From an optimization exercise on the open Yosys and OpenROAD flow, aimed at small area; shortcuts taken in it are not production practice.
The RTL was checked by simulation tests, not by an equivalence proof against the original design.

File: config.mk
export PLATFORM = sky130hd
export DESIGN_NAME = odo_keccak800
export DESIGN_NICKNAME = odo_keccak800
export VERILOG_FILES = /design/flow/design.v
export SDC_FILE = /design/flow/constraint.sdc
export NUM_CORES = 4
export LEC_CHECK = 0
export CAP_MARGIN = 15
export CORE_MARGIN = 2
export CORE_UTILIZATION = 38
export CTS_BUF_LIST = sky130_fd_sc_hd__clkbuf_4 sky130_fd_sc_hd__clkbuf_8
export GPL_TIMING_DRIVEN = 0
export PLACE_DENSITY = 0.47
export SLEW_MARGIN = 15
export SYNTH_HIERARCHICAL = 1
export SYNTH_MINIMUM_KEEP_SIZE = 0
File: constraint.sdc
create_clock -name core_clock -period 5.0 [get_ports {clk}]
set_input_delay 1.0000 -clock core_clock [delete_from_list [all_inputs] [get_ports {clk}]]
set_output_delay 1.0000 -clock core_clock [all_outputs]
set_load 0.01 [all_outputs]
File: design.v
module keccak_next_round(in, out);
    input [7:0] in;
    output [7:0] out;
    assign out[0] = in[7];
    assign out[1] = in[0]^ in[4]^ in[5]^ in[6];
    assign out[2] = in[1]^ in[5]^ in[6]^ in[7];
    assign out[3] = in[0]^ in[2]^ in[4]^ in[5]^ in[7];
    assign out[4] = in[0]^ in[1]^ in[3]^ in[4];
    assign out[5] = in[1]^ in[2]^ in[4]^ in[5];
    assign out[6] = in[2]^ in[3]^ in[5]^ in[6];
    assign out[7] = in[3]^ in[4]^ in[6]^ in[7];
endmodule
module keccak_key_expand(in, out);
    input [7:0] in;
    output [31:0] out;
    assign out = {in[5], 15'b0, in[4], 7'b0, in[3], 3'b0, in[2], 1'b0, in[1], in[0]};
endmodule
module keccak_xor(a, b, y);
    parameter W = 32;
    input [W-1:0] a;
    input [W-1:0] b;
    output [W-1:0] y;
    assign y = a ^ b;
endmodule
module keccak_xnor(a, b, y);
    parameter W = 32;
    input [W-1:0] a;
    input [W-1:0] b;
    output [W-1:0] y;
    assign y = ~(a ^ b);
endmodule
module keccak_orn(a, b, y);
    parameter W = 32;
    input [W-1:0] a;
    input [W-1:0] b;
    output [W-1:0] y;
    assign y = a | (~b);
endmodule
module keccak_muxn(clk, s_next, a, b, y);
    parameter W = 32;
    input clk;
    input s_next;
    input [W-1:0] a;
    input [W-1:0] b;
    output [W-1:0] y;
    reg s;
    always @(posedge clk)
        s <= s_next;
    assign y = ~(s ? b : a);
endmodule
module keccak_theta(in, out);
    input [799:0] in;
    output [799:0] out;
    wire [159:0] p01, p23, p03, parity, rotated, d;
    genvar i;
    generate
    for (i = 0; i < 5; i = i+1)
    begin : loop1
        keccak_xor x01(in[((i)*(32)) +: 32], in[((i+5)*(32)) +: 32], p01[((i)*(32)) +: 32]);
        keccak_xor x23(in[((i+10)*(32)) +: 32], in[((i+15)*(32)) +: 32], p23[((i)*(32)) +: 32]);
        keccak_xor x03(p01[((i)*(32)) +: 32], p23[((i)*(32)) +: 32], p03[((i)*(32)) +: 32]);
        keccak_xor x04(p03[((i)*(32)) +: 32], in[((i+20)*(32)) +: 32], parity[((i)*(32)) +: 32]);
        assign rotated[((i)*(32)) +: 32] = {parity[32*i+30:32*i], parity[32*i+31]};
    end
    for (i = 0; i < 5; i = i+1)
    begin : loop2
        keccak_xor xd(parity[(((i+4)%5)*(32)) +: 32], rotated[(((i+1)%5)*(32)) +: 32], d[((i)*(32)) +: 32]);
    end
    endgenerate
    generate
    for (i = 0; i < 25; i = i+1)
    begin : loop3
        keccak_xor xo(in[((i)*(32)) +: 32], d[((i%5)*(32)) +: 32], out[((i)*(32)) +: 32]);
    end
    endgenerate
endmodule
module keccak_rho(in, out);
    input [799:0] in;
    output [799:0] out;
    assign out = {
        in[785:768],in[799:786],
        in[743:736],in[767:744],
        in[706:704],in[735:707],
        in[701:672],in[703:702],
        in[653:640],in[671:654],
        in[631:608],in[639:632],
        in[586:576],in[607:587],
        in[560:544],in[575:561],
        in[530:512],in[543:531],
        in[502:480],in[511:503],
        in[472:448],in[479:473],
        in[422:416],in[447:423],
        in[404:384],in[415:405],
        in[373:352],in[383:374],
        in[348:320],in[351:349],
        in[299:288],in[319:300],
        in[264:256],in[287:265],
        in[249:224],in[255:250],
        in[211:192],in[223:212],
        in[187:160],in[191:188],
        in[132:128],in[159:133],
        in[99:96],in[127:100],
        in[65:64],in[95:66],
        in[62:32],in[63:63],
        in[31:0]
    };
endmodule
module keccak_pi(in, out);
    input [799:0] in;
    output [799:0] out;
    genvar x;
    genvar y;
    generate
    for (x = 0; x < 5; x = x+1)
    begin : outer
        for (y = 0; y < 5; y = y+1)
        begin : loop
            assign out[(((((0*x+1*y)%5)+5*((2*x+3*y)%5)))*(32)) +: 32] = in[(((((x)%5)+5*((y)%5)))*(32)) +: 32];
        end
    end
    endgenerate
endmodule
module keccak_chi_iota(in, roundkey, out);
    parameter INV = 0;
    input [799:0] in;
    input [7:0] roundkey;
    output [799:0] out;
    wire [31:0] expanded = {roundkey[5], 15'b0, roundkey[4], 7'b0, roundkey[3], 3'b0,
                            roundkey[2], 1'b0, roundkey[1], roundkey[0]};
    genvar i;
    generate
    for (i = 0; i < 25; i = i+1)
    begin : loop
        localparam i1 = i-(i%5)+((i+1)%5);
        localparam i2 = i-(i%5)+((i+2)%5);
        wire [31:0] a;
        wire [31:0] t;
        if (i == 0)
        begin : lane0
            assign a = in[((i)*(32)) +: 32] ^ expanded;
        end
        else
        begin : lanen
            assign a = in[((i)*(32)) +: 32];
        end
        if (INV)
        begin : inv
            keccak_orn n(in[((i2)*(32)) +: 32], in[((i1)*(32)) +: 32], t);
            keccak_xor x(a, t, out[((i)*(32)) +: 32]);
        end
        else
        begin : noinv
            keccak_orn n(in[((i1)*(32)) +: 32], in[((i2)*(32)) +: 32], t);
            keccak_xnor x(a, t, out[((i)*(32)) +: 32]);
        end
    end
    endgenerate
endmodule
module keccak_rpci(in, roundkey, out);
    parameter INV = 0;  
    input [799:0] in;
    input [7:0] roundkey;
    output [799:0] out;
    function [799:0] rho;
        input [799:0] in;
        rho = {
            in[785:768],in[799:786],
            in[743:736],in[767:744],
            in[706:704],in[735:707],
            in[701:672],in[703:702],
            in[653:640],in[671:654],
            in[631:608],in[639:632],
            in[586:576],in[607:587],
            in[560:544],in[575:561],
            in[530:512],in[543:531],
            in[502:480],in[511:503],
            in[472:448],in[479:473],
            in[422:416],in[447:423],
            in[404:384],in[415:405],
            in[373:352],in[383:374],
            in[348:320],in[351:349],
            in[299:288],in[319:300],
            in[264:256],in[287:265],
            in[249:224],in[255:250],
            in[211:192],in[223:212],
            in[187:160],in[191:188],
            in[132:128],in[159:133],
            in[99:96],in[127:100],
            in[65:64],in[95:66],
            in[62:32],in[63:63],
            in[31:0]
        };
    endfunction
    function [799:0] pi;
        input [799:0] in;
        integer x, y;
        begin
            pi = 800'b0;
            for (x = 0; x < 5; x = x+1)
                for (y = 0; y < 5; y = y+1)
                    pi[(((((0*x+1*y)%5)+5*((2*x+3*y)%5)))*(32)) +: 32] = in[(((((x)%5)+5*((y)%5)))*(32)) +: 32];
        end
    endfunction
    keccak_chi_iota #(INV) chi (pi(rho(in)), roundkey, out);
endmodule
module keccak_padding(in, out);
    parameter WIDTH = 0;
    input [WIDTH-1:0] in;
    output [807:0] out;
    assign out = {8'h35, {799-WIDTH{1'b0}}, 1'b1, in};
endmodule
module keccak_hasher(clk, rst, in, read, out, write);
    parameter WIDTH = 0;  
    parameter THROUGHPUT = 0;  
    localparam ROUNDS = 12;
    input clk;
    input rst;
    input [WIDTH-1:0] in;
    input read;
    output [255:0] out;
    output write;
    genvar i;
    reg [799:0] ra, rb, rc;
    reg [ROUNDS-1:0] progress;
    wire [807:0] padded = {8'h35, {799-WIDTH{1'b0}}, 1'b1, in};
    function [7:0] key;
        input integer r;
        integer j;
        reg [7:0] k;
        begin
            k = 8'h35;
            for (j = 0; j < r; j = j+1)
                k = {k[3]^k[4]^k[6]^k[7], k[2]^k[3]^k[5]^k[6], k[1]^k[2]^k[4]^k[5],
                     k[0]^k[1]^k[3]^k[4], k[0]^k[2]^k[4]^k[5]^k[7], k[1]^k[5]^k[6]^k[7],
                     k[0]^k[4]^k[5]^k[6], k[7]};
            key = k;
        end
    endfunction
    wire [7:0] key_a = (progress[0] ? key(0) : 8'b0) | (progress[3] ? key(3) : 8'b0) |
                       (progress[6] ? key(6) : 8'b0) | (progress[9] ? key(9) : 8'b0);
    wire [7:0] key_b = (progress[1] ? key(1) : 8'b0) | (progress[4] ? key(4) : 8'b0) |
                       (progress[7] ? key(7) : 8'b0) | (progress[10] ? key(10) : 8'b0);
    wire [7:0] key_c = (progress[2] ? key(2) : 8'b0) | (progress[5] ? key(5) : 8'b0) |
                       (progress[8] ? key(8) : 8'b0) | (progress[11] ? key(11) : 8'b0);
    wire load = ~(progress[2] | progress[5] | progress[8]);
    wire load_next = rst | ~(progress[1] | progress[4] | progress[7]);
    wire [799:0] xa, xb, xc, start_n, ta_n, tb, tc;
    keccak_rpci #(1) rpci_a(ra, key_a, xa);
    keccak_theta     theta_b(xa, tb);
    keccak_rpci #(0) rpci_b(rb, key_b, xb);
    keccak_theta     theta_c(xb, tc);
    keccak_rpci #(0) rpci_c(rc, key_c, xc);
    generate
    for (i = 0; i < 20; i = i+1)
    begin : muxes
        keccak_muxn #(32) mux(clk, load_next, xc[((i)*(32)) +: 32], padded[((i)*(32)) +: 32], start_n[((i)*(32)) +: 32]);
    end
    endgenerate
    assign start_n[799:640] = ~(load ? padded[799:640] : xc[799:640]);
    keccak_theta     theta_a(start_n, ta_n);
    always @(posedge clk)
    begin
        ra <= ta_n;
        rb <= tb;
        rc <= tc;
        progress <= rst ? {ROUNDS{1'b0}} : {progress[ROUNDS-2:0], read};
    end
    assign out = xc[255:0];
    assign write = progress[ROUNDS-1];
endmodule
module odo_keccak800(clk, rst, in, read, out, write);
    input clk;
    input rst;
    input [639:0] in;
    input read;
    output [255:0] out;
    output write;
    keccak_hasher #(640, 4) hash(clk, rst, in, read, out, write);
endmodule
File: run.sh
#!/bin/bash
# synth_recipe.tcl (not shown) runs the flow's synth.tcl, then flattens the netlist and writes it again
# the make line also repeats each setting of config.mk as NAME=value (left out here)
make -C /OpenROAD-flow-scripts/flow DESIGN_CONFIG=/design/flow/config.mk WORK_HOME=/design/flow/orfs CLKGATE_MAP_FILE= SYNTH_SCRIPT=/design/flow/synth_recipe.tcl finish
==> Flow_metrics.wiki, run 1 <==
{| class="wikitable"
! Metric !! Value
|-
| Result of the run || did not finish
|-
| Failing step || 5_1_grt
|-
| Tool Error || [ERROR GRT-0116] Global routing finished with congestion. Check the congestion regions in the DRC Viewer.
|-
| Maximum clock insertion buffer count || 4
|-
| Root Buffer Master || sky130_fd_sc_hd__clkbuf_8
|-
| Hpwl dp || 1090000 um
|-
| # port buffers || 899
|-
| Global-route wire length before repair || 1750000 um
|-
| Sink Count || 2432
|-
| Number of instances in the placed design || 18800
|-
| Overflow left after global routing || 2406
|-
| Die span in y || 601 um
|-
| Number of buffers added for setup after CTS || 0
|-
| Number of global-route vias before repair || 133000
|-
| Horizontal die dimension || 601 um
|-
| Mapped cell area || 135000 um^2
|-
| CTS buffer count || 438
|-
| Number of nets produced by synthesis || 13600
|-
| Maximum level of the CTS H-tree || 5
|-
| Yosys warns || 10
|-
| Avg Cell Area, Syn || 10.4 um^2
|-
| Post-Syn Instances || 13000
|-
| Number of placement rows || 219
|-
| Largest net degree at the start of global routing || 21
|-
| Aggregate global-route resource usage || 73.3%
|-
| Cell area after placement || 155000 um^2
|-
| Worst Setup Slack post-DPL || -0.560 ns
|-
| Effective utilization at floorplan || 38.1%
|-
| Number of top-level pins || 900
|-
| Number of hold buffers added after cts || 0
|-
| Weighted congestion reported at the end of routability-driven placement || 1.36
|}
layer usage:
layer / GRT usage (%) / overflow
met1: 78.2 / 4
met3: 59.0 / 11
met2: 87.3 / 1556
met4: 65.2 / 832
met5: 22.3 / 3
stage by stage:
step / hold slack, ns
floorplan: 0.446
global placement: 0.472
detailed placement: 0.485
CTS: 0.290
how the worst min path moves through the flow:
stage,slack [ns],from,end,cells after the start
CTS,0.29,read,hash.progress[0]$_SDFF_PP0_,2
detailed placement,0.48,hash.progress[8]$_SDFF_PP0_,hash.progress[9]$_SDFF_PP0_,1
global placement,0.47,hash.progress[7]$_SDFF_PP0_,hash.progress[8]$_SDFF_PP0_,1
floorplan,0.45,hash.progress[6]$_SDFF_PP0_,hash.progress[7]$_SDFF_PP0_,1
repair_timing:
item / 4_1_cts
endpoints found under the setup margin: 21
gates resized for setup: 12
pin swaps: 1
==> run 2: changes to the inputs <==
==> config.mk (replaced) <==
export PLATFORM = sky130hd
export DESIGN_NAME = odo_keccak800
export DESIGN_NICKNAME = odo_keccak800
export VERILOG_FILES = /design/flow/design.v
export SDC_FILE = /design/flow/constraint.sdc
export NUM_CORES = 4
export LEC_CHECK = 0
export CAP_MARGIN = 35
export CORE_MARGIN = 2
export CORE_UTILIZATION = 25
export CTS_BUF_LIST = sky130_fd_sc_hd__clkbuf_8
export PLACE_DENSITY = 0.32
export SETUP_SLACK_MARGIN = 0.5
export SLEW_MARGIN = 35
export SYNTH_HIERARCHICAL = 1
export SYNTH_MINIMUM_KEEP_SIZE = 0
==> run 2 against run 1 <==
Now clean on timing, DRC and antenna. Synthesized area stayed put. Synthesized cell count did not move.
==> Flow_metrics.wiki, run 2 <==
{| class="wikitable"
! Metric !! Value
|-
| Min Hold Slack || 0.399 ns
|-
| CTS buffer count || 479 (was 438)
|-
| Effective utilization at floorplan || 25.1% (was 38.1%)
|-
| Detailed router's first-iteration violation count || 21800
|-
| Hpwl dp || 1400000 um (was 1090000 um)
|-
| Via count of the routed design || 134000
|-
| Crit-path leading delay family || XOR/XNOR gates
|-
| Fill cell total of the finished layout || 55900
|-
| Number of global-route vias before repair || 114000
|-
| Final Hold Vio Count || 0
|-
| Per-cell via count in the routed design || 5.05
|-
| Clock tree from TritonCTS || yes
|-
| RSZ-0062 raised after global routing || no
|-
| Most used cells in the layout excluding fill and tap cells || sky130_fd_sc_hd__xor2_1 (5266), sky130_fd_sc_hd__nand2b_1 (2400), sky130_fd_sc_hd__dfxtp_1 (2262), sky130_fd_sc_hd__buf_4 (1727), sky130_fd_sc_hd__xnor2_1 (1572)
|-
| Fraction of the cycle the final worst path needs || 92.3%
|-
| DRT Wirelength || 1550000 um
|-
| Critical path required time || 6.18 ns
|-
| Number of top-level pins || 900 (unchanged)
|-
| Layout Nets || 16700
|-
| Number of nets produced by synthesis || 13600 (unchanged)
|-
| Number of failing setup endpoints in the final timing report || 0
|-
| Sink Count || 2432 (unchanged)
|-
| Launch point of the worst reg-to-reg path || hash.muxes[7].mux.s$_DFF_P_
|-
| Upper clock frequency limit || 0.217 GHz
|-
| Final standard cell area without fillers || 188000 um^2
|-
| Avg WL per Cell || 58.2 um
|-
| Number of violations of the max-capacitance limit || 0
|-
| # port buffers || 899 (unchanged)
|-
| Maximum fanout count along the critical path || 6
|-
| Layout overhead on the synthesized area || 39.1%
|-
| Avg Cell Area, Syn || 10.4 um^2 (unchanged)
|-
| Cell area after placement || 170000 um^2 (was 155000 um^2)
|-
| Startpoint of the worst hold path || in[90]
|-
| Arrival time of the worst setup path || 5.80 ns
|-
| Number of cells on the worst reg-to-reg path || 9
|-
| Slew at the pin closest to its max-slew limit || 1.31 ns
|-
| Number of cells traversed by the worst hold path || 3
|-
| Maximum level of the CTS H-tree || 5 (unchanged)
|-
| Global-route wire length before repair || 1770000 um
|-
| Residual DRC || 0
|-
| Aggregate global-route resource usage || 54.0%
|-
| Endpoint class of the critical path || register
|-
| Most frequent cell on the critical path || sky130_fd_sc_hd__xor2_1
|-
| Drt first pass iters || 6
|-
| Total area of sequential cells || 49000 um^2
|-
| Path type of the worst setup path || reg -> reg
|-
| Final design utilization || 34.9%
|-
| Core box area || 540000 um^2
|-
| Total Die Area || 547000 um^2
|-
| Type of element launching the critical path || register
|-
| Weighted congestion reported at the end of routability-driven placement || 1.16 (was 1.36)
|-
| Area of the multi-input gates || 89200 um^2
|-
| Leading cell type in the layout, fill and taps excluded || sky130_fd_sc_hd__xor2_1
|-
| Root Buffer Master || sky130_fd_sc_hd__clkbuf_8 (unchanged)
|-
| Yosys warns || 10 (unchanged)
|-
| Hold Path Sink || hash.ra[90]$_DFF_P_
|-
| Setup TNS || 0 ns
|-
| Maximum clock insertion buffer count || 4 (unchanged)
|-
| Slack of the worst reg-to-reg path || 0.38 ns
|-
| Number of antenna violations at the first check in global routing || 736
|-
| Post-Syn Instances || 13000 (unchanged)
|-
| CP peak stage delay || 0.81 ns
|-
| Skew final || 0.0939 ns
|-
| Max Slew Vio Count || 0
|-
| Source-to-sink clock delay at the later pin of the worst-skew pair || 1.36 ns
|-
| Overflow left after global routing || 0
|-
| Die span in y || 740 um (was 601 um)
|-
| Number of placement rows || 270 (was 219)
|-
| Largest regs || hash.ra: 800 flops, hash.rb: 800 flops, hash.rc: 800 flops
|-
| Result of the run || finished clean (was did not finish)
|-
| Capturing point of the worst reg2reg path || hash.ra[213]$_DFF_P_
|-
| Final WS setup || 0.385 ns
|-
| Worst hold-check path type || in -> reg
|-
| Mapped cell area || 135000 um^2 (unchanged)
|-
| Largest net degree at the start of global routing || 79
|-
| Clock transition at the registers of the reported paths || 0.07 ns
|-
| Horizontal die dimension || 740 um (was 601 um)
|-
| Number of instances in the placed design || 22800 (was 18800)
|-
| Standard cell with the maximum stage delay on the critical path || sky130_fd_sc_hd__dfxtp_4
|-
| Crit path cell chain || buf_12, buf_4, mux2i_1, xor2_1, xor2_1, xor2_2, xor2_1, buf_4, xor2_1
|-
| DRT antenna net count || 0
|-
| Slew margin rel. || 12.4%
|-
| Worst Setup Slack post-DPL || 0.463 ns (was -0.560 ns)
|-
| Min Clock Period, post-route || 4.62 ns
|-
| Final non-filler cell total || 26500
|-
| Buf/Inv on CP || 3
|-
| Share of cells above drive strength 1 || 18.9%
|}
run 2: worst reg2reg max path: stages, from the launching register on:
cell and delay (ns):
sky130_fd_sc_hd__dfxtp_4 0.81, sky130_fd_sc_hd__buf_12 0.30, sky130_fd_sc_hd__buf_4 0.31, sky130_fd_sc_hd__mux2i_1 0.77
sky130_fd_sc_hd__xor2_1 0.25, sky130_fd_sc_hd__xor2_1 0.25, sky130_fd_sc_hd__xor2_2 0.76, sky130_fd_sc_hd__xor2_1 0.20
sky130_fd_sc_hd__buf_4 0.23, sky130_fd_sc_hd__xor2_1 0.56
run 2: layout make-up:
class	count	area share [%]
clock buffer	618	4.52
timing repair buffer	2695	12.4
clock inverter	262	1.12
antenna	2883	3.83
inverter	1	0.00465
tap	7208	4.79
multi-input combinational	10400	47.4
sequential	2432	26.0
run 2: repair_timing:
action	4_1_cts	5_1_grt
gates resized for setup	11	2
endpoints found under the setup margin	9	2
pin swaps	1	0
buffers inserted	1	0
hold endpoints to repair	0	0
hold buffers	0	0
run 2: worst max path at each step:
stage / from / endpoint / slack, ns / cells past startpoint
after global routing: hash.progress[2]$_SDFF_PP0_ / out[7] / 0.52 / 4
after CTS: hash.progress[5]$_SDFF_PP0_ / out[15] / 0.35 / 7
after detailed placement: hash.muxes[8].mux.s$_DFF_P_ / hash.ra[406]$_DFF_P_ / 0.46 / 9
after floorplan: hash.progress[2]$_SDFF_PP0_ / hash.ra[130]$_DFF_P_ / 2.27 / 11
final: hash.muxes[7].mux.s$_DFF_P_ / hash.ra[213]$_DFF_P_ / 0.38 / 9
after global placement: in[155] / hash.ra[667]$_DFF_P_ / -1.78 / 7
run 2: layer usage:
| metal | part of all wire (%) | vias up | global-route usage [%] |
|---|---|---|---|
| met2 | 37 | 13100 | 69.8 |
| li1 | - | 49100 | - |
| met4 | 12 | 172 | 56.7 |
| met3 | 13 | 3659 | 26.8 |
| met5 | 0.11 | - | 0.0175 |
| met1 | 37 | 68000 | 61.4 |
==> run 3: changes to the inputs <==
--- a/config.mk
+++ b/config.mk
@@ -9,5 +9,5 @@
 export CORE_MARGIN = 2
 export CORE_UTILIZATION = 25
-export CTS_BUF_LIST = sky130_fd_sc_hd__clkbuf_8
+export CTS_BUF_LIST = sky130_fd_sc_hd__clkbuf_4
 export PLACE_DENSITY = 0.32
 export SETUP_SLACK_MARGIN = 0.5
==> run 3 against run 2 <==
Now fails the layout checks on antenna rules. Synthesized cell count unchanged. Worst setup slack got worse by 0.059 ns. Global-route usage rose by 0.17 points. Register-to-register slack about the same. Clock skew up 0.039 ns. Highest routed layer unchanged.
==> Flow_metrics.wiki, run 3 <==
{| class="wikitable"
! Metric !! Value
|-
| Result of the run || finished with violations (was finished clean)
|-
| Reasons for failing layout checks || antenna rules
|-
| Source-to-sink clock delay at the later pin of the worst-skew pair || 2.05 ns (was 1.36 ns)
|-
| Avg Cell Area, Syn || 10.4 um^2 (unchanged)
|-
| Maximum fanout count along the critical path || 3 (was 6)
|-
| Post-Syn Instances || 13000 (unchanged)
|-
| Aggregate global-route resource usage || 54.1% (was 54.0%)
|-
| Final WS setup || 0.326 ns (was 0.385 ns)
|-
| Final non-filler cell total || 27400 (was 26500)
|-
| Number of violations of the max-capacitance limit || 0 (unchanged)
|-
| Number of global-route vias before repair || 119000 (was 114000)
|-
| Detailed router's first-iteration violation count || 22600 (was 21800)
|-
| Via count of the routed design || 137000 (was 134000)
|-
| Upper clock frequency limit || 0.214 GHz (was 0.217 GHz)
|-
| Share of cells above drive strength 1 || 21.4% (was 18.9%)
|-
| Core box area || 540000 um^2 (unchanged)
|-
| DRT antenna net count || 1 (was 0)
|-
| Die span in y || 740 um (unchanged)
|-
| Drt first pass iters || 6 (unchanged)
|-
| Total Die Area || 547000 um^2 (unchanged)
|-
| Max Slew Vio Count || 0 (unchanged)
|-
| Path type of the worst setup path || reg -> out (was reg -> reg)
|-
| Overflow left after global routing || 0 (unchanged)
|-
| Min Clock Period, post-route || 4.67 ns (was 4.62 ns)
|-
| Worst hold-check path type || in -> reg (unchanged)
|-
| Endpoint class of the critical path || output pin (was register)
|-
| DRT Wirelength || 1550000 um (about the same)
|-
| Mapped cell area || 135000 um^2 (unchanged)
|-
| Maximum level of the CTS H-tree || 6 (was 5)
|-
| Sink Count || 2432 (unchanged)
|-
| # port buffers || 899 (unchanged)
|-
| Largest regs || hash.ra: 800 flops, hash.rb: 800 flops, hash.rc: 800 flops (unchanged)
|-
| RSZ-0062 raised after global routing || yes (was no)
|-
| Slew at the pin closest to its max-slew limit || 1.20 ns (was 1.31 ns)
|-
| Avg WL per Cell || 56.5 um (was 58.2 um)
|-
| Slew margin rel. || 19.8% (was 12.4%)
|-
| Leading cell type in the layout, fill and taps excluded || sky130_fd_sc_hd__xor2_1 (unchanged)
|-
| Number of instances in the placed design || 22800 (unchanged)
|-
| Global-route wire length before repair || 1780000 um (was 1770000 um)
|-
| Type of element launching the critical path || register (unchanged)
|-
| Skew final || 0.133 ns (was 0.0939 ns)
|-
| Clock tree from TritonCTS || yes (unchanged)
|-
| Layout Nets || 17400 (was 16700)
|-
| Number of failing setup endpoints in the final timing report || 0 (unchanged)
|-
| Fill cell total of the finished layout || 56100 (was 55900)
|-
| Number of placement rows || 270 (unchanged)
|-
| Largest net degree at the start of global routing || 79 (unchanged)
|-
| Horizontal die dimension || 740 um (unchanged)
|-
| Number of top-level pins || 900 (unchanged)
|-
| Clock transition at the registers of the reported paths || 0.07 ns (about the same)
|-
| Yosys warns || 10 (unchanged)
|-
| Effective utilization at floorplan || 25.1% (unchanged)
|-
| Number of antenna violations at the first check in global routing || 738 (was 736)
|-
| Hpwl dp || 1400000 um (unchanged)
|-
| Most used cells in the layout excluding fill and tap cells || sky130_fd_sc_hd__xor2_1 (5262), sky130_fd_sc_hd__nand2b_1 (2396), sky130_fd_sc_hd__dfxtp_1 (2188), sky130_fd_sc_hd__buf_4 (1749), sky130_fd_sc_hd__xnor2_1 (1480) (was sky130_fd_sc_hd__xor2_1 (5266), sky130_fd_sc_hd__nand2b_1 (2400), sky130_fd_sc_hd__dfxtp_1 (2262), sky130_fd_sc_hd__buf_4 (1727), sky130_fd_sc_hd__xnor2_1 (1572))
|-
| Layout overhead on the synthesized area || 42.6% (was 39.1%)
|-
| Root Buffer Master || sky130_fd_sc_hd__clkbuf_4 (was sky130_fd_sc_hd__clkbuf_8)
|-
| Fraction of the cycle the final worst path needs || 93.5% (was 92.3%)
|-
| CTS buffer count || 753 (was 479)
|-
| Residual DRC || 0 (unchanged)
|-
| Weighted congestion reported at the end of routability-driven placement || 1.16 (unchanged)
|-
| Worst Setup Slack post-DPL || 0.463 ns (unchanged)
|-
| Maximum clock insertion buffer count || 4 (unchanged)
|-
| Final Hold Vio Count || 1 (was 0)
|-
| Number of nets produced by synthesis || 13600 (unchanged)
|-
| Critical path required time || 4.00 ns (was 6.18 ns)
|-
| Per-cell via count in the routed design || 5.00 (was 5.05)
|-
| Arrival time of the worst setup path || 3.67 ns (was 5.80 ns)
|}
[run 3: metal layers]
layer	track usage (%)	share of wire (%)	up-vias
li1	-	-	50800
met1	61.5	37	69300
met2	70.0	37	13000
met3	26.8	13	3927
met4	57.1	12	176
met5	0.489	0.11	-
[run 3: worst paths after layout]
kind,startpoint,endpoint,slack (ns),depth (start not counted)
worst max register to register,hash.ra[546]$_DFF_P_,hash.rb[530]$_DFF_P_,0.39,7
worst min-delay path,in[235],hash.ra[235]$_DFF_P_,-0.05,3
worst max-delay path,hash.progress[8]$_SDFF_PP0_,out[15],0.33,7
worst min register to register,hash.progress[5]$_SDFF_PP0_,hash.progress[6]$_SDFF_PP0_,0.57,1
[run 3: per-stage QoR]
step / cell area, um^2 / TNS (ns) / util [%] / hold slack (ns)
after detailed placement: 170000 / 0 / 31.5 / 0.510
final: 193000 / 0 / 35.7 / -0.0461
after global placement: 169000 / -5.70 / 31.3 / 0.517
after floorplan: 135000 / 0 / - / 0.446
after CTS: 186000 / 0 / 34.4 / 0.00258
after global routing: 191000 / 0 / 35.3 / -0.00950
[run 3: critical path, cell delays in order, from the launching register on]
cell,delay [ns]
sky130_fd_sc_hd__dfxtp_1,0.35
sky130_fd_sc_hd__nor3_4,0.22
sky130_fd_sc_hd__buf_12,0.15
sky130_fd_sc_hd__nand2b_4,0.12
sky130_fd_sc_hd__buf_6,0.20
sky130_fd_sc_hd__xor2_2,0.25
sky130_fd_sc_hd__xnor2_2,0.16
sky130_fd_sc_hd__buf_4,0.17
[run 3: what timing repair did]
item                                    CTS  global route
pin swaps                                60             2
endpoints found under the setup margin  150            10
hold endpoints to repair                431             0
buffers inserted                         28             0
hold buffers                            431             0
resized for setup                       301            12
[run 3: cell type report]
| cell class | instances | area (um^2) | area share, % |
|---|---|---|---|
| Antenna cell | 2828 | 7080 | 3.67 |
| Tap cell | 7208 | 9020 | 4.67 |
| Inverter | 1 | 8.76 | 0.00454 |
| Clock buffer | 1047 | 7860 | 4.07 |
| Timing Repair Buffer | 3153 | 27900 | 14.4 |
| Clock inverter | 293 | 1720 | 0.889 |
| Multi-Input combinational cell | 10400 | 90300 | 46.8 |
| Sequential cell | 2432 | 49100 | 25.5 |
==> run 4: changes to the inputs <==
--- a/config.mk
+++ b/config.mk
@@ -8,7 +8,7 @@
 export CAP_MARGIN = 35
 export CORE_MARGIN = 2
-export CORE_UTILIZATION = 25
-export CTS_BUF_LIST = sky130_fd_sc_hd__clkbuf_4
-export PLACE_DENSITY = 0.32
+export CORE_UTILIZATION = 28
+export CTS_BUF_LIST = sky130_fd_sc_hd__clkbuf_8
+export PLACE_DENSITY = 0.36
 export SETUP_SLACK_MARGIN = 0.5
 export SLEW_MARGIN = 35
==> run 4 against run 3 <==
Fails layout checks on capacitance limit, slew limit, setup timing. Sequential share of layout area is 1.3 points higher. Synthesized area stayed put. Wire length is 4.3% lower. Register-to-register slack worse by 0.70 ns. Design area is 5.1% lower. Flip-flop and latch count stayed put. Global-route usage is 3.7 points higher. Critical path type is now reg -> reg. Highest routed layer unchanged.
==> Flow_metrics.wiki, run 4 <==
{| class="wikitable"
! Metric !! Value
|-
| Maximum level of the CTS H-tree || 5 (was 6)
|-
| Capturing point of the worst reg2reg path || hash.ra[426]$_DFF_P_ (was hash.rb[530]$_DFF_P_)
|-
| Type of element launching the critical path || register (unchanged)
|-
| Mapped cell area || 135000 um^2 (unchanged)
|-
| Residual DRC || 0 (unchanged)
|-
| Sink Count || 2432 (unchanged)
|-
| Number of hold buffers added after cts || 0 (was 431)
|-
| Critical path required time || 6.05 ns (was 4.00 ns)
|-
| Final Hold Vio Count || 0 (was 1)
|-
| Number of top-level pins || 900 (unchanged)
|-
| Number of violations of the max-capacitance limit || 1 (was 0)
|-
| Upper clock frequency limit || 0.188 GHz (was 0.214 GHz)
|-
| Largest regs || hash.ra: 800 flops, hash.rb: 800 flops, hash.rc: 800 flops (unchanged)
|-
| Worst hold-check path type || in -> reg (unchanged)
|-
| Most used cells in the layout excluding fill and tap cells || sky130_fd_sc_hd__xor2_1 (5333), sky130_fd_sc_hd__nand2b_1 (2400), sky130_fd_sc_hd__dfxtp_1 (2288), sky130_fd_sc_hd__xnor2_1 (1567), sky130_fd_sc_hd__buf_4 (1532) (was sky130_fd_sc_hd__xor2_1 (5262), sky130_fd_sc_hd__nand2b_1 (2396), sky130_fd_sc_hd__dfxtp_1 (2188), sky130_fd_sc_hd__buf_4 (1749), sky130_fd_sc_hd__xnor2_1 (1480))
|-
| CTS buffer count || 468 (was 753)
|-
| Final WS setup || -0.310 ns (was 0.326 ns)
|-
| Number of nets produced by synthesis || 13600 (unchanged)
|-
| Effective utilization at floorplan || 28.1% (was 25.1%)
|-
| Weighted congestion reported at the end of routability-driven placement || 1.24 (was 1.16)
|-
| Slew at the pin closest to its max-slew limit || 1.84 ns (was 1.20 ns)
|-
| Path type of the worst setup path || reg -> reg (was reg -> out)
|-
| Setup TNS || -0.310 ns (was 0 ns)
|-
| Hpwl dp || 1330000 um (was 1400000 um)
|-
| Drt first pass iters || 8 (was 6)
|-
| Number of cells on the worst reg-to-reg path || 10 (was 7)
|-
| Number of global-route vias before repair || 116000 (was 119000)
|-
| Min Clock Period, post-route || 5.31 ns (was 4.67 ns)
|-
| Number of failing setup endpoints in the final timing report || 1 (was 0)
|-
| Startpoint of the worst hold path || read (was in[235])
|-
| Source-to-sink clock delay at the later pin of the worst-skew pair || 1.41 ns (was 2.05 ns)
|-
| Max layer used || met5 (unchanged)
|-
| Hold Path Sink || hash.progress[0]$_SDFF_PP0_ (was hash.ra[235]$_DFF_P_)
|-
| Aggregate global-route resource usage || 57.8% (was 54.1%)
|-
| Per-cell via count in the routed design || 5.52 (was 5.00)
|-
| Layout overhead on the synthesized area || 35.3% (was 42.6%)
|-
| Cell area after placement || 167000 um^2 (was 170000 um^2)
|-
| Met1 WL || 520000 um (was 575000 um)
|-
| Avg WL per Cell || 59.5 um (was 56.5 um)
|-
| Largest net degree at the start of global routing || 64 (was 79)
|-
| Fraction of the cycle the final worst path needs || 106% (was 93.5%)
|-
| Endpoint class of the critical path || register (was output pin)
|-
| Avg Cell Area, Syn || 10.4 um^2 (unchanged)
|-
| Horizontal die dimension || 699 um (was 740 um)
|-
| Met2 Routed Length || 550000 um (was 581000 um)
|-
| DRT antenna net count || 0 (was 1)
|-
| Number of placement rows || 255 (was 270)
|-
| Maximum fanout count along the critical path || 12 (was 3)
|-
| Arrival time of the worst setup path || 6.36 ns (was 3.67 ns)
|-
| Share of cells above drive strength 1 || 17.5% (was 21.4%)
|-
| Clock tree from TritonCTS || yes (unchanged)
|-
| Skew final || 0.160 ns (was 0.133 ns)
|-
| Maximum clock insertion buffer count || 4 (unchanged)
|-
| Clock transition at the registers of the reported paths || 0.07 ns (about the same)
|-
| Total Die Area || 489000 um^2 (was 547000 um^2)
|-
| Global-route wire length before repair || 1700000 um (was 1780000 um)
|-
| # port buffers || 899 (unchanged)
|-
| Post-Syn Instances || 13000 (unchanged)
|-
| Min Hold Slack || 0.250 ns (was -0.0461 ns)
|-
| Die span in y || 699 um (was 740 um)
|-
| Launch point of the worst reg-to-reg path || hash.rc[717]$_DFF_P_ (was hash.ra[546]$_DFF_P_)
|-
| Leading cell type in the layout, fill and taps excluded || sky130_fd_sc_hd__xor2_1 (unchanged)
|-
| Via count of the routed design || 137000 (about the same)
|-
| Slack of the worst reg-to-reg path || -0.31 ns (was 0.39 ns)
|-
| Overflow left after global routing || 0 (unchanged)
|-
| WL met3 || 217000 um (was 202000 um)
|-
| Result of the run || finished with violations (unchanged)
|-
| Number of buffers added for setup after CTS || 0 (was 28)
|-
| Yosys warns || 10 (unchanged)
|-
| Layout Nets || 16500 (was 17400)
|-
| Max Slew Vio Count || 13 (was 0)
|-
| Number of antenna violations at the first check in global routing || 700 (was 738)
|-
| Core box area || 482000 um^2 (was 540000 um^2)
|-
| Number of cells traversed by the worst hold path || 2 (was 3)
|-
| Reasons for failing layout checks || capacitance limit, slew limit, setup timing (was antenna rules)
|-
| Detailed router's first-iteration violation count || 24200 (was 22600)
|-
| DRT Wirelength || 1480000 um (was 1550000 um)
|-
| Final standard cell area without fillers || 183000 um^2 (was 193000 um^2)
|-
| Root Buffer Master || sky130_fd_sc_hd__clkbuf_8 (was sky130_fd_sc_hd__clkbuf_4)
|-
| Slew margin rel. || -22.6% (was 19.8%)
|}
==> run 4: repair_timing <==
| item | CTS | global route |
|---|---|---|
| resized for setup | 8 | 0 |
| setup endpoints to repair | 8 | 0 |
| hold endpoints to repair | 0 | 0 |
==> run 4: worst max path at each step <==
stage / to / start
floorplan: hash.ra[130]$_DFF_P_ / hash.progress[2]$_SDFF_PP0_
global placement: hash.ra[312]$_DFF_P_ / in[183]
detailed placement: hash.ra[75]$_DFF_P_ / in[266]
CTS: out[15] / hash.progress[11]$_SDFF_PP0_
global route: hash.ra[426]$_DFF_P_ / hash.rc[717]$_DFF_P_
finish: hash.ra[426]$_DFF_P_ / hash.rc[717]$_DFF_P_
==> run 4: per-stage QoR <==
stage / setup WS [ns] / util, % / cells
global placement: -1.61 / 34.4 / 21800
CTS: 0.434 / 36.8 / 22700
detailed placement: -0.00348 / 34.6 / 21800
global route: -0.193 / 37.5 / 23900
floorplan: 2.27 / - / 13000
finish: -0.310 / 38.0 / 24900
==> run 4: worst max-delay path, cell delays in order (launching register included) <==
cell and delay, ns:
sky130_fd_sc_hd__dfxtp_1 0.57, sky130_fd_sc_hd__nand2b_1 0.13, sky130_fd_sc_hd__xnor2_1 0.78, sky130_fd_sc_hd__mux2i_1 0.50
sky130_fd_sc_hd__xor2_1 0.42, sky130_fd_sc_hd__xor2_1 0.26, sky130_fd_sc_hd__xor2_2 0.15, sky130_fd_sc_hd__buf_4 0.26
sky130_fd_sc_hd__xor2_1 0.18, sky130_fd_sc_hd__buf_4 0.34, sky130_fd_sc_hd__xor2_2 1.39
==> run 4: layout make-up <==
type                            instances  area [um^2]
Clock inverter                        262         2260
Tap cell                             6425         8040
Fill cell                           48500       299000
Sequential cell                      2432        48900
Multi-Input combinational cell      10400        88400
Timing Repair Buffer                 2486        21600
Antenna cell                         2253         5640
Inverter                                1         8.76
Clock buffer                          599         8240
==> run 4: per-layer routing <==
| layer | track usage, % | vias to the layer above |
|---|---|---|
| met5 | 2.45 | - |
| met4 | 63.4 | 212 |
| met3 | 35.2 | 5056 |
| met2 | 74.6 | 15600 |
| met1 | 60.7 | 68500 |
| li1 | - | 48000 |
==> run 5: changes to the inputs <==
==> flow/run.sh (new file) <==
#!/bin/bash
# The standard layout (the standard.sh: the standard synthesis and the
# standard ORFS steps), with one change: the buffer that ORFS puts on every
# input and output port is the platform's smallest buffer (buf_1) instead of
# ORFS's default choice. make's full output goes to standard_flow.log in the
# work folder.
set -euo pipefail
export BUFFER_PORTS_ARGS="-buffer_cell sky130_fd_sc_hd__buf_1"
bash standard.sh "BUFFER_PORTS_ARGS=$BUFFER_PORTS_ARGS" finish > standard_flow.log 2>&1
==> standard.sh (new file) <==
#!/bin/bash
# synth_recipe.tcl (not shown) runs the flow's synth.tcl, then flattens the netlist and writes it again
# the make line also repeats each setting of config.mk as NAME=value (left out here)
make -C /OpenROAD-flow-scripts/flow DESIGN_CONFIG=/design/flow/config.mk WORK_HOME=/design/flow/orfs CLKGATE_MAP_FILE= SYNTH_SCRIPT=/design/flow/synth_recipe.tcl "${@:-finish}"
==> config.mk (replaced) <==
export PLATFORM = sky130hd
export DESIGN_NAME = odo_keccak800
export DESIGN_NICKNAME = odo_keccak800
export VERILOG_FILES = /design/flow/design.v
export SDC_FILE = /design/flow/constraint.sdc
export NUM_CORES = 4
export LEC_CHECK = 0
export CAP_MARGIN = 50
export CORE_MARGIN = 2
export CORE_UTILIZATION = 25
export CTS_BUF_LIST = sky130_fd_sc_hd__clkbuf_8
export GPL_TIMING_DRIVEN = 0
export PLACE_DENSITY = 0.32
export SETUP_SLACK_MARGIN = 0.7
export SLEW_MARGIN = 50
export SYNTH_HIERARCHICAL = 1
export SYNTH_MINIMUM_KEEP_SIZE = 0
removed: run.sh
==> run 5 against run 4 <==
Fails layout checks on antenna rules. Count of clock-buffer cells in the layout is 27 higher. Fmax is 16% higher. Worst setup slack better by 0.74 ns. Largest cell class unchanged. Highest routed layer unchanged.
==> Flow_metrics.wiki, run 5 <==
{| class="wikitable"
! Metric !! Value
|-
| Endpoint class of the critical path || register (unchanged)
|-
| Layout overhead on the synthesized area || 48.1% (was 35.3%)
|-
| Slew at the pin closest to its max-slew limit || 1.04 ns (was 1.84 ns)
|-
| CTS buffer count || 477 (was 468)
|-
| Mapped cell area || 135000 um^2 (unchanged)
|-
| Maximum clock insertion buffer count || 4 (unchanged)
|-
| Number of antenna violations at the first check in global routing || 787 (was 700)
|-
| Largest net degree at the start of global routing || 24 (was 64)
|-
| Upper clock frequency limit || 0.219 GHz (was 0.188 GHz)
|-
| Min Clock Period, post-route || 4.57 ns (was 5.31 ns)
|-
| Final design utilization || 37.1% (was 38.0%)
|-
| Horizontal die dimension || 740 um (was 699 um)
|-
| Largest regs || hash.ra: 800 flops, hash.rb: 800 flops, hash.rc: 800 flops (unchanged)
|-
| Skew final || 0.126 ns (was 0.160 ns)
|-
| DRT Wirelength || 1530000 um (was 1480000 um)
|-
| Via count of the routed design || 126000 (was 137000)
|-
| Worst Setup Slack post-DPL || 0.211 ns (was -0.00348 ns)
|-
| Share of cells above drive strength 1 || 25.6% (was 17.5%)
|-
| Type of element launching the critical path || register (unchanged)
|-
| Aggregate global-route resource usage || 53.7% (was 57.8%)
|-
| Number of nets produced by synthesis || 13600 (unchanged)
|-
| Drt first pass iters || 7 (was 8)
|-
| Worst setup path startpoint || hash.muxes[6].mux.s$_DFF_P_ (was hash.rc[717]$_DFF_P_)
|-
| Detailed router's first-iteration violation count || 20800 (was 24200)
|-
| Overflow left after global routing || 0 (unchanged)
|-
| Setup TNS || 0 ns (was -0.310 ns)
|-
| Number of instances in the placed design || 21500 (was 21800)
|-
| Most used cells in the layout excluding fill and tap cells || sky130_fd_sc_hd__xor2_1 (3736), sky130_fd_sc_hd__nand2b_1 (2400), sky130_fd_sc_hd__dfxtp_1 (1943), sky130_fd_sc_hd__xnor2_1 (1472), sky130_fd_sc_hd__xor2_4 (955) (was sky130_fd_sc_hd__xor2_1 (5333), sky130_fd_sc_hd__nand2b_1 (2400), sky130_fd_sc_hd__dfxtp_1 (2288), sky130_fd_sc_hd__xnor2_1 (1567), sky130_fd_sc_hd__buf_4 (1532))
|-
| Maximum fanout count along the critical path || 10 (was 12)
|-
| Post-Syn Instances || 13000 (unchanged)
|-
| Global-route wire length before repair || 1740000 um (was 1700000 um)
|-
| Yosys warns || 10 (unchanged)
|-
| Reasons for failing layout checks || antenna rules (was capacitance limit, slew limit, setup timing)
|-
| Final standard cell area without fillers || 201000 um^2 (was 183000 um^2)
|-
| Min Hold Slack || 0.0247 ns (was 0.250 ns)
|-
| Max Slew Vio Count || 0 (was 13)
|-
| Fraction of the cycle the final worst path needs || 91.3% (was 106%)
|-
| # port buffers || 899 (unchanged)
|-
| Clock transition at the registers of the reported paths || 0.07 ns (about the same)
|-
| Die span in y || 740 um (was 699 um)
|-
| Per-cell via count in the routed design || 5.01 (was 5.52)
|-
| Fill cell total of the finished layout || 54000 (was 48500)
|-
| Weighted congestion reported at the end of routability-driven placement || 1.24 (about the same)
|-
| Layout Nets || 15400 (was 16500)
|-
| Critical path endpoint || hash.ra[661]$_DFF_P_ (was hash.ra[426]$_DFF_P_)
|-
| Final Hold Vio Count || 0 (unchanged)
|-
| Capturing point of the worst reg2reg path || hash.ra[661]$_DFF_P_ (was hash.ra[426]$_DFF_P_)
|-
| Number of placement rows || 270 (was 255)
|-
| Number of failing setup endpoints in the final timing report || 0 (was 1)
|-
| Slack of the worst reg-to-reg path || 0.43 ns (was -0.31 ns)
|-
| Number of global-route vias before repair || 108000 (was 116000)
|-
| Final non-filler cell total || 25200 (was 24900)
|-
| Number of cells on the worst reg-to-reg path || 8 (was 10)
|-
| RSZ-0062 raised after global routing || no
|-
| Cell area after placement || 180000 um^2 (was 167000 um^2)
|-
| Effective utilization at floorplan || 25.1% (was 28.1%)
|-
| Source-to-sink clock delay at the later pin of the worst-skew pair || 1.40 ns (was 1.41 ns)
|-
| Total Die Area || 547000 um^2 (was 489000 um^2)
|-
| Avg Cell Area, Syn || 10.4 um^2 (unchanged)
|-
| Hpwl dp || 1380000 um (was 1330000 um)
|-
| Critical path required time || 6.20 ns (was 6.05 ns)
|-
| Path type of the worst setup path || reg -> reg (unchanged)
|-
| Avg WL per Cell || 60.6 um (was 59.5 um)
|-
| Launch point of the worst reg-to-reg path || hash.muxes[6].mux.s$_DFF_P_ (was hash.rc[717]$_DFF_P_)
|-
| Sink Count || 2432 (unchanged)
|-
| Worst hold-check path type || in -> reg (unchanged)
|-
| Leading cell type in the layout, fill and taps excluded || sky130_fd_sc_hd__xor2_1 (unchanged)
|-
| DRT antenna net count || 2 (was 0)
|-
| Residual DRC || 0 (unchanged)
|-
| Maximum level of the CTS H-tree || 5 (unchanged)
|-
| Final WS setup || 0.433 ns (was -0.310 ns)
|-
| Result of the run || finished with violations (unchanged)
|-
| Root Buffer Master || sky130_fd_sc_hd__clkbuf_8 (unchanged)
|-
| Number of top-level pins || 900 (unchanged)
|-
| Core box area || 540000 um^2 (was 482000 um^2)
|-
| Clock tree from TritonCTS || yes (unchanged)
|-
| Number of violations of the max-capacitance limit || 0 (was 1)
|-
| Arrival time of the worst setup path || 5.77 ns (was 6.36 ns)
|-
| Slew margin rel. || 30.7% (was -22.6%)
|}
[run 5: cell count changes in the layout (fill, tap and decap cells not counted), sizes merged, moves of 8 or more]
cell / delta
buf: -181
clkbuf: +32
bufinv: +8
diode: +559
clkinvlp: -8
dlygate4sd3: +33
clkdlybuf4s50: -897
clkinv: -14
[run 5: layout make-up]
class                           count  area (um^2)  share of cell area, %
Clock inverter                    255         2390                   1.19
Timing Repair Buffer             1346        11100                   5.52
Clock buffer                      626         8620                   4.30
Multi-Input combinational cell  10400       112000                   55.7
Buffer                             98         1300                  0.649
Tap cell                         7208         9020                   4.50
Inverter                            1         6.26                0.00312
Antenna cell                     2812         7040                   3.51
Sequential cell                  2432        49400                   24.6
[run 5: worst min-delay path by stage]
stage                                      from                     endpoint  slack (ns)  cells after the start
floorplan           hash.progress[6]$_SDFF_PP0_  hash.progress[7]$_SDFF_PP0_        0.45                      1
global placement    hash.progress[6]$_SDFF_PP0_  hash.progress[7]$_SDFF_PP0_        0.47                      1
detailed placement  hash.progress[6]$_SDFF_PP0_  hash.progress[7]$_SDFF_PP0_        0.48                      1
CTS                                     in[568]         hash.ra[568]$_DFF_P_       0.003                      3
global route                            in[634]         hash.ra[634]$_DFF_P_        0.10                      3
finish                                  in[181]         hash.ra[181]$_DFF_P_        0.02                      3
[run 5: critical path, stage by stage (launching register included)]
cell,delay (ns)
sky130_fd_sc_hd__dfxtp_1,0.33
sky130_fd_sc_hd__buf_6,0.40
sky130_fd_sc_hd__buf_8,0.38
sky130_fd_sc_hd__mux2i_2,0.63
sky130_fd_sc_hd__xor2_1,0.45
sky130_fd_sc_hd__xor2_1,0.38
sky130_fd_sc_hd__xor2_4,0.59
sky130_fd_sc_hd__xor2_2,0.51
sky130_fd_sc_hd__xor2_1,0.57
[run 5: metal layers]
layer / share of wire [%] / vias to the layer above / track usage, %
li1: - / 45500 / -
met1: 37 / 65100 / 61.8
met2: 38 / 12300 / 68.7
met3: 13 / 3416 / 27.0
met4: 12 / 174 / 56.2
met5: 0.14 / - / 0
[run 5: what timing repair did]
action,CTS,global route
hold buffers,33,0
gates resized for setup,18,2
pin swaps,4,2
buffers inserted,5,0
hold endpoints to repair,33,0
gates cloned,0,0
setup endpoints to repair,30,6
==> run 6: changes to the inputs <==
--- a/config.mk
+++ b/config.mk
@@ -6,12 +6,11 @@
 export NUM_CORES = 4
 export LEC_CHECK = 0
-export CAP_MARGIN = 50
+export CAP_MARGIN = 30
 export CORE_MARGIN = 2
 export CORE_UTILIZATION = 25
 export CTS_BUF_LIST = sky130_fd_sc_hd__clkbuf_8
-export GPL_TIMING_DRIVEN = 0
 export PLACE_DENSITY = 0.32
 export SETUP_SLACK_MARGIN = 0.7
-export SLEW_MARGIN = 50
+export SLEW_MARGIN = 30
 export SYNTH_HIERARCHICAL = 1
 export SYNTH_MINIMUM_KEEP_SIZE = 0
==> run 6 against run 5 <==
The layout still fails its checks (antenna rules). Cell count grew 4.2%. Worst hold slack better by 0.013 ns. Synthesized cell count unchanged. Flip-flop and latch count is the same. Design area shrank 8.8%.
==> Flow_metrics.wiki, run 6 <==
{| class="wikitable"
! Metric !! Value
|-
| Result of the run || finished with violations (unchanged)
|-
| Reasons for failing layout checks || antenna rules (unchanged)
|-
| Clock tree from TritonCTS || yes (unchanged)
|-
| Weighted congestion reported at the end of routability-driven placement || 1.19 (was 1.24)
|-
| Leading cell type in the layout, fill and taps excluded || sky130_fd_sc_hd__xor2_1 (unchanged)
|-
| Upper clock frequency limit || 0.210 GHz (was 0.219 GHz)
|-
| Overflow left after global routing || 0 (unchanged)
|-
| Share of cells above drive strength 1 || 18.4% (was 25.6%)
|-
| Detailed router's first-iteration violation count || 21200 (was 20800)
|-
| Post-Syn Instances || 13000 (unchanged)
|-
| Largest net degree at the start of global routing || 79 (was 24)
|-
| Most used cells in the layout excluding fill and tap cells || sky130_fd_sc_hd__xor2_1 (5193), sky130_fd_sc_hd__nand2b_1 (2400), sky130_fd_sc_hd__dfxtp_1 (2315), sky130_fd_sc_hd__xnor2_1 (1579), sky130_fd_sc_hd__buf_4 (1530) (was sky130_fd_sc_hd__xor2_1 (3736), sky130_fd_sc_hd__nand2b_1 (2400), sky130_fd_sc_hd__dfxtp_1 (1943), sky130_fd_sc_hd__xnor2_1 (1472), sky130_fd_sc_hd__xor2_4 (955))
|-
| Worst Setup Slack post-DPL || 0.0846 ns (was 0.211 ns)
|-
| Per-cell via count in the routed design || 5.06 (was 5.01)
|-
| Sink Count || 2432 (unchanged)
|-
| Slew margin rel. || 6.12% (was 30.7%)
|-
| Avg WL per Cell || 58.6 um (was 60.6 um)
|-
| CTS buffer count || 480 (was 477)
|-
| Crit path cell chain || nand2b_1, xnor2_1, mux2i_1, xor2_1, xor2_1, xor2_1, xor2_4, xor2_4 (was buf_6, buf_8, mux2i_2, xor2_1, xor2_1, xor2_4, xor2_2, xor2_1)
|-
| Layout Nets || 16600 (was 15400)
|-
| Fill cell total of the finished layout || 56500 (was 54000)
|-
| Mapped cell area || 135000 um^2 (unchanged)
|-
| Final WS setup || 0.241 ns (was 0.433 ns)
|-
| Horizontal die dimension || 740 um (unchanged)
|-
| Number of nets produced by synthesis || 13600 (unchanged)
|-
| Crit-path leading delay family || XOR/XNOR gates (unchanged)
|-
| Effective utilization at floorplan || 25.1% (unchanged)
|-
| Path type of the worst setup path || reg -> reg (unchanged)
|-
| Total stage count of the critical path || 8 (unchanged)
|-
| Maximum clock insertion buffer count || 4 (unchanged)
|-
| Number of failing setup endpoints in the final timing report || 0 (unchanged)
|-
| DRT antenna net count || 1 (was 2)
|-
| Hpwl dp || 1400000 um (was 1380000 um)
|-
| Fraction of the cycle the final worst path needs || 95.2% (was 91.3%)
|-
| Endpoint class of the critical path || register (unchanged)
|-
| CP peak stage delay || 0.75 ns (was 0.63 ns)
|-
| Global-route wire length before repair || 1760000 um (was 1740000 um)
|-
| Largest regs || hash.ra: 800 flops, hash.rb: 800 flops, hash.rc: 800 flops (unchanged)
|-
| Worst hold-check path type || in -> reg (unchanged)
|-
| Source-to-sink clock delay at the later pin of the worst-skew pair || 1.40 ns (about the same)
|-
| Standard cell with the maximum stage delay on the critical path || sky130_fd_sc_hd__xor2_4 (was sky130_fd_sc_hd__mux2i_2)
|-
| Number of antenna violations at the first check in global routing || 707 (was 787)
|-
| Residual DRC || 0 (unchanged)
|-
| Skew final || 0.115 ns (was 0.126 ns)
|-
| DRT Wirelength || 1540000 um (was 1530000 um)
|-
| Layout overhead on the synthesized area || 35.1% (was 48.1%)
|-
| Number of top-level pins || 900 (unchanged)
|-
| Number of cells traversed by the worst hold path || 3 (unchanged)
|-
| Drt first pass iters || 6 (was 7)
|-
| Min Hold Slack || 0.0381 ns (was 0.0247 ns)
|-
| RSZ-0062 raised after global routing || yes (was no)
|-
| Via count of the routed design || 133000 (was 126000)
|-
| Most frequent cell on the critical path || sky130_fd_sc_hd__xor2_1 (unchanged)
|-
| Aggregate global-route resource usage || 53.8% (was 53.7%)
|-
| Critical path required time || 6.11 ns (was 6.20 ns)
|-
| Maximum fanout count along the critical path || 12 (was 10)
|-
| Number of cells on the worst reg-to-reg path || 8 (unchanged)
|-
| Total Die Area || 547000 um^2 (unchanged)
|-
| Buf/Inv on CP || 0 (was 2)
|-
| # port buffers || 899 (unchanged)
|-
| Die span in y || 740 um (unchanged)
|-
| Clock transition at the registers of the reported paths || 0.07 ns (about the same)
|-
| Slew at the pin closest to its max-slew limit || 1.41 ns (was 1.04 ns)
|-
| Max Slew Vio Count || 0 (unchanged)
|-
| Number of placement rows || 270 (unchanged)
|-
| Number of global-route vias before repair || 114000 (was 108000)
|-
| Min Clock Period, post-route || 4.76 ns (was 4.57 ns)
|-
| Arrival time of the worst setup path || 5.87 ns (was 5.77 ns)
|-
| Final Hold Vio Count || 0 (unchanged)
|-
| Yosys warns || 10 (unchanged)
|-
| Avg Cell Area, Syn || 10.4 um^2 (unchanged)
|-
| Root Buffer Master || sky130_fd_sc_hd__clkbuf_8 (unchanged)
|-
| Type of element launching the critical path || register (unchanged)
|-
| Number of violations of the max-capacitance limit || 0 (unchanged)
|-
| Maximum level of the CTS H-tree || 5 (unchanged)
|-
| Core box area || 540000 um^2 (unchanged)
|}
[run 6: cell type report]
type	count	area, um^2	share of cell area, %
inverters	1	8.76	0.00479
repair buffers	2573	17400	9.48
clock buffers	622	8560	4.68
flip-flops and latches	2432	48900	26.7
diodes	2733	6840	3.74
well taps	7208	9020	4.93
multi-input cells	10400	89700	49.0
clock inverters	266	2560	1.40
[run 6: through the flow]
step                instances  util (%)  setup TNS, ns  area (um^2)
floorplan               13000         -              0       135000
global placement        22600      30.1         -10.20       162000
detailed placement      22600      30.4              0       164000
CTS                     23500      32.6              0       176000
global route            25400      33.5              0       181000
finish                  26300      33.9              0       183000
[run 6: worst register-to-register path, cell delays in order, from the launching register on]
cell and delay, ns:
sky130_fd_sc_hd__dfxtp_1 0.52, sky130_fd_sc_hd__nand2b_1 0.30, sky130_fd_sc_hd__xnor2_1 0.71, sky130_fd_sc_hd__mux2i_1 0.51, sky130_fd_sc_hd__xor2_1 0.34, sky130_fd_sc_hd__xor2_1 0.22, sky130_fd_sc_hd__xor2_1 0.72, sky130_fd_sc_hd__xor2_4 0.41
sky130_fd_sc_hd__xor2_4 0.76
[run 6: routing by layer]
metal	vias up	wire [um]	share of wire (%)	GRT usage (%)
li1	48600	-	-	-
met3	3612	199000	13	25.9
met5	-	1100	0.071	0
met4	156	187000	12	55.9
met2	12900	576000	37	69.5
met1	67800	576000	37	61.9
[run 6: what timing repair did]
action	4_1_cts	5_1_grt
hold endpoints to repair	34	0
buffers inserted	3	0
cloned	0	0
pin swaps	2	1
setup endpoints to repair	28	8
hold buffers	34	0
gates resized for setup	26	8
[run 6: worst paths after layout]
check / from / endpoint / slack [ns]
max: hash.rc[540]$_DFF_P_ / hash.ra[202]$_DFF_P_ / 0.24
min: in[278] / hash.ra[278]$_DFF_P_ / 0.04
max reg2reg: hash.rc[540]$_DFF_P_ / hash.ra[202]$_DFF_P_ / 0.24
min reg2reg: hash.progress[9]$_SDFF_PP0_ / hash.progress[10]$_SDFF_PP0_ / 0.51
==> run 7: changes to the inputs <==
--- a/config.mk
+++ b/config.mk
@@ -6,11 +6,11 @@
 export NUM_CORES = 4
 export LEC_CHECK = 0
-export CAP_MARGIN = 30
+export CAP_MARGIN = 35
 export CORE_MARGIN = 2
 export CORE_UTILIZATION = 25
 export CTS_BUF_LIST = sky130_fd_sc_hd__clkbuf_8
 export PLACE_DENSITY = 0.32
-export SETUP_SLACK_MARGIN = 0.7
-export SLEW_MARGIN = 30
+export SETUP_SLACK_MARGIN = 0.5
+export SLEW_MARGIN = 35
 export SYNTH_HIERARCHICAL = 1
 export SYNTH_MINIMUM_KEEP_SIZE = 0
==> run 7 against run 6 <==
Now clean on timing, DRC and antenna. Register-to-register slack worse by 0.10 ns. Flip-flop and latch count unchanged. Highest routed layer unchanged.
==> Flow_metrics.wiki, run 7 <==
{| class="wikitable"
! Metric !! Value
|-
| Result of the run || finished clean (was finished with violations)
|-
| Most used cells in the layout excluding fill and tap cells || sky130_fd_sc_hd__xor2_1 (5171), sky130_fd_sc_hd__nand2b_1 (2400), sky130_fd_sc_hd__dfxtp_1 (2273), sky130_fd_sc_hd__xnor2_1 (1577), sky130_fd_sc_hd__buf_4 (1528) (was sky130_fd_sc_hd__xor2_1 (5193), sky130_fd_sc_hd__nand2b_1 (2400), sky130_fd_sc_hd__dfxtp_1 (2315), sky130_fd_sc_hd__xnor2_1 (1579), sky130_fd_sc_hd__buf_4 (1530))
|-
| Endpoint class of the critical path || register (unchanged)
|-
| Number of violations of the max-capacitance limit || 0 (unchanged)
|-
| Leading cell type in the layout, fill and taps excluded || sky130_fd_sc_hd__xor2_1 (unchanged)
|-
| Horizontal die dimension || 740 um (unchanged)
|-
| Startpoint of the worst hold path || in[120] (was in[278])
|-
| Slew margin rel. || 18.7% (was 6.12%)
|-
| # port buffers || 899 (unchanged)
|-
| Number of nets produced by synthesis || 13600 (unchanged)
|-
| Min Hold Slack || 0.0433 ns (was 0.0381 ns)
|-
| Critical path required time || 6.14 ns (was 6.11 ns)
|-
| Final Hold Vio Count || 0 (unchanged)
|-
| Drt first pass iters || 9 (was 6)
|-
| DRT antenna net count || 0 (was 1)
|-
| Source-to-sink clock delay at the later pin of the worst-skew pair || 1.38 ns (was 1.40 ns)
|-
| Type of element launching the critical path || register (unchanged)
|-
| Worst Setup Slack post-DPL || 0.185 ns (was 0.0846 ns)
|-
| Number of global-route vias before repair || 114000 (about the same)
|-
| Fraction of the cycle the final worst path needs || 97.2% (was 95.2%)
|-
| Core box area || 540000 um^2 (unchanged)
|-
| Setup TNS || 0 ns (unchanged)
|-
| Final design utilization || 33.9% (about the same)
|-
| Root Buffer Master || sky130_fd_sc_hd__clkbuf_8 (unchanged)
|-
| RSZ-0062 raised after global routing || no (was yes)
|-
| Skew final || 0.0888 ns (was 0.115 ns)
|-
| Clock tree from TritonCTS || yes (unchanged)
|-
| Number of buffers added for setup after CTS || 0 (was 3)
|-
| Capturing point of the worst reg2reg path || hash.ra[239]$_DFF_P_ (was hash.ra[202]$_DFF_P_)
|-
| Yosys warns || 10 (unchanged)
|-
| Min Clock Period, post-route || 4.86 ns (was 4.76 ns)
|-
| Mapped cell area || 135000 um^2 (unchanged)
|-
| Total Die Area || 547000 um^2 (unchanged)
|-
| Worst hold-check path type || in -> reg (unchanged)
|-
| Slack of the worst reg-to-reg path || 0.14 ns (was 0.24 ns)
|-
| Path type of the worst setup path || reg -> reg (unchanged)
|-
| Maximum fanout count along the critical path || 15 (was 12)
|-
| Hold Path Sink || hash.ra[120]$_DFF_P_ (was hash.ra[278]$_DFF_P_)
|-
| Clock transition at the registers of the reported paths || 0.06 ns (was 0.07 ns)
|-
| Max Slew Vio Count || 0 (unchanged)
|-
| Overflow left after global routing || 0 (unchanged)
|-
| Number of instances in the placed design || 22600 (about the same)
|-
| Largest net degree at the start of global routing || 79 (unchanged)
|}
## run 7: cell type report
type                       instances  area share (%)
multi-input combinational      10400            49.2
sequential                      2432            26.7
tap                             7208            4.92
clock buffer                     641            4.82
clock inverter                   275            1.20
inverter                           1         0.00478
antenna                         2774            3.79
timing repair buffer            2554            9.36
## run 7: critical path, stage by stage (launching register included)
cell and delay (ns):
sky130_fd_sc_hd__dfxtp_4 0.90, sky130_fd_sc_hd__buf_12 0.29, sky130_fd_sc_hd__mux2i_1 0.58, sky130_fd_sc_hd__xor2_1 0.26
sky130_fd_sc_hd__xor2_1 0.20, sky130_fd_sc_hd__xor2_1 0.90, sky130_fd_sc_hd__xor2_1 0.57, sky130_fd_sc_hd__xor2_1 0.78
## run 7: metal layers
layer	vias up	share of wire, %	GRT usage [%]
li1	48700	-	-
met1	67700	37	60.9
met2	12600	38	69.2
met3	3606	13	27.3
met4	188	12	56.6
met5	-	0.11	0.341
## run 7: repair_timing
action                                  CTS  global route
endpoints found under the setup margin    9             1
hold endpoints to repair                 19             0
gates resized for setup                   9             1
hold buffers                             19             0
## run 7: per-stage QoR
step	instance area [um^2]
after global routing	181000
final	183000
after CTS	176000
after global placement	162000
after floorplan	135000
after detailed placement	165000
## run 7: how the worst max path moves through the flow
stage | slack (ns) | to | cells after the start | startpoint
6_report | 0.14 | hash.ra[239]$_DFF_P_ | 7 | hash.muxes[6].mux.s$_DFF_P_
3_3_place_gp | -2.04 | hash.ra[666]$_DFF_P_ | 7 | hash.muxes[9].mux.s$_DFF_P_
4_1_cts | 0.49 | hash.ra[666]$_DFF_P_ | 8 | hash.muxes[9].mux.s$_DFF_P_
2_1_floorplan | 2.27 | hash.ra[130]$_DFF_P_ | 11 | hash.progress[2]$_SDFF_PP0_
5_1_grt | 0.51 | hash.ra[666]$_DFF_P_ | 8 | hash.muxes[1].mux.s$_DFF_P_
3_5_place_dp | 0.19 | hash.ra[114]$_DFF_P_ | 8 | hash.muxes[9].mux.s$_DFF_P_

## what the ideal ports hide
In the flow no input, the clock included, has a driving cell. The finished layouts below were timed again as built, in two steps.
Step 1 assumes that a clkbuf_16 drives the clock port and a buf_2 every other input.
Step 2 also shifts input and output timing later by t, the mid clock arrival at the registers, as if the neighbouring blocks saw the same clock.
Slacks: no drivers / after step 1 / after step 2; pairs: no drivers / after step 1.
| run | shift t [ns] | setup slack, ns | hold WS [ns] | slew at the worst register clock pin (ns) | worst slew at a driven data input, ns |
|---|---|---|---|---|---|
| run 2 | 1.455 | 0.385 / 0.330 / 0.271 | 0.399 / 0.291 / 0.575 | 0.08 / 0.08 | 0.18 |
| run 3 | 2.133 | 0.326 / 0.176 / -0.262 | -0.046 / -0.170 / 0.567 | 0.09 / 0.09 | 0.14 |
| run 4 | 1.482 | -0.310 / -0.310 / -0.484 | 0.250 / 0.132 / 0.496 | 0.09 / 0.09 | 0.19 |
| run 5 | 1.478 | 0.433 / 0.433 / 0.284 | 0.025 / -0.084 / 0.490 | 0.08 / 0.08 | 0.18 |
| run 6 | 1.492 | 0.241 / 0.241 / 0.241 | 0.038 / -0.079 / 0.506 | 0.08 / 0.08 | 0.24 |
| run 7 | 1.472 | 0.140 / 0.140 / 0.140 | 0.043 / -0.066 / 0.499 | 0.08 / 0.08 | 0.20 |
For run 3, which loses most, drivers alone change the setup slack by -0.150 ns; drivers and shift together by -0.588 ns.
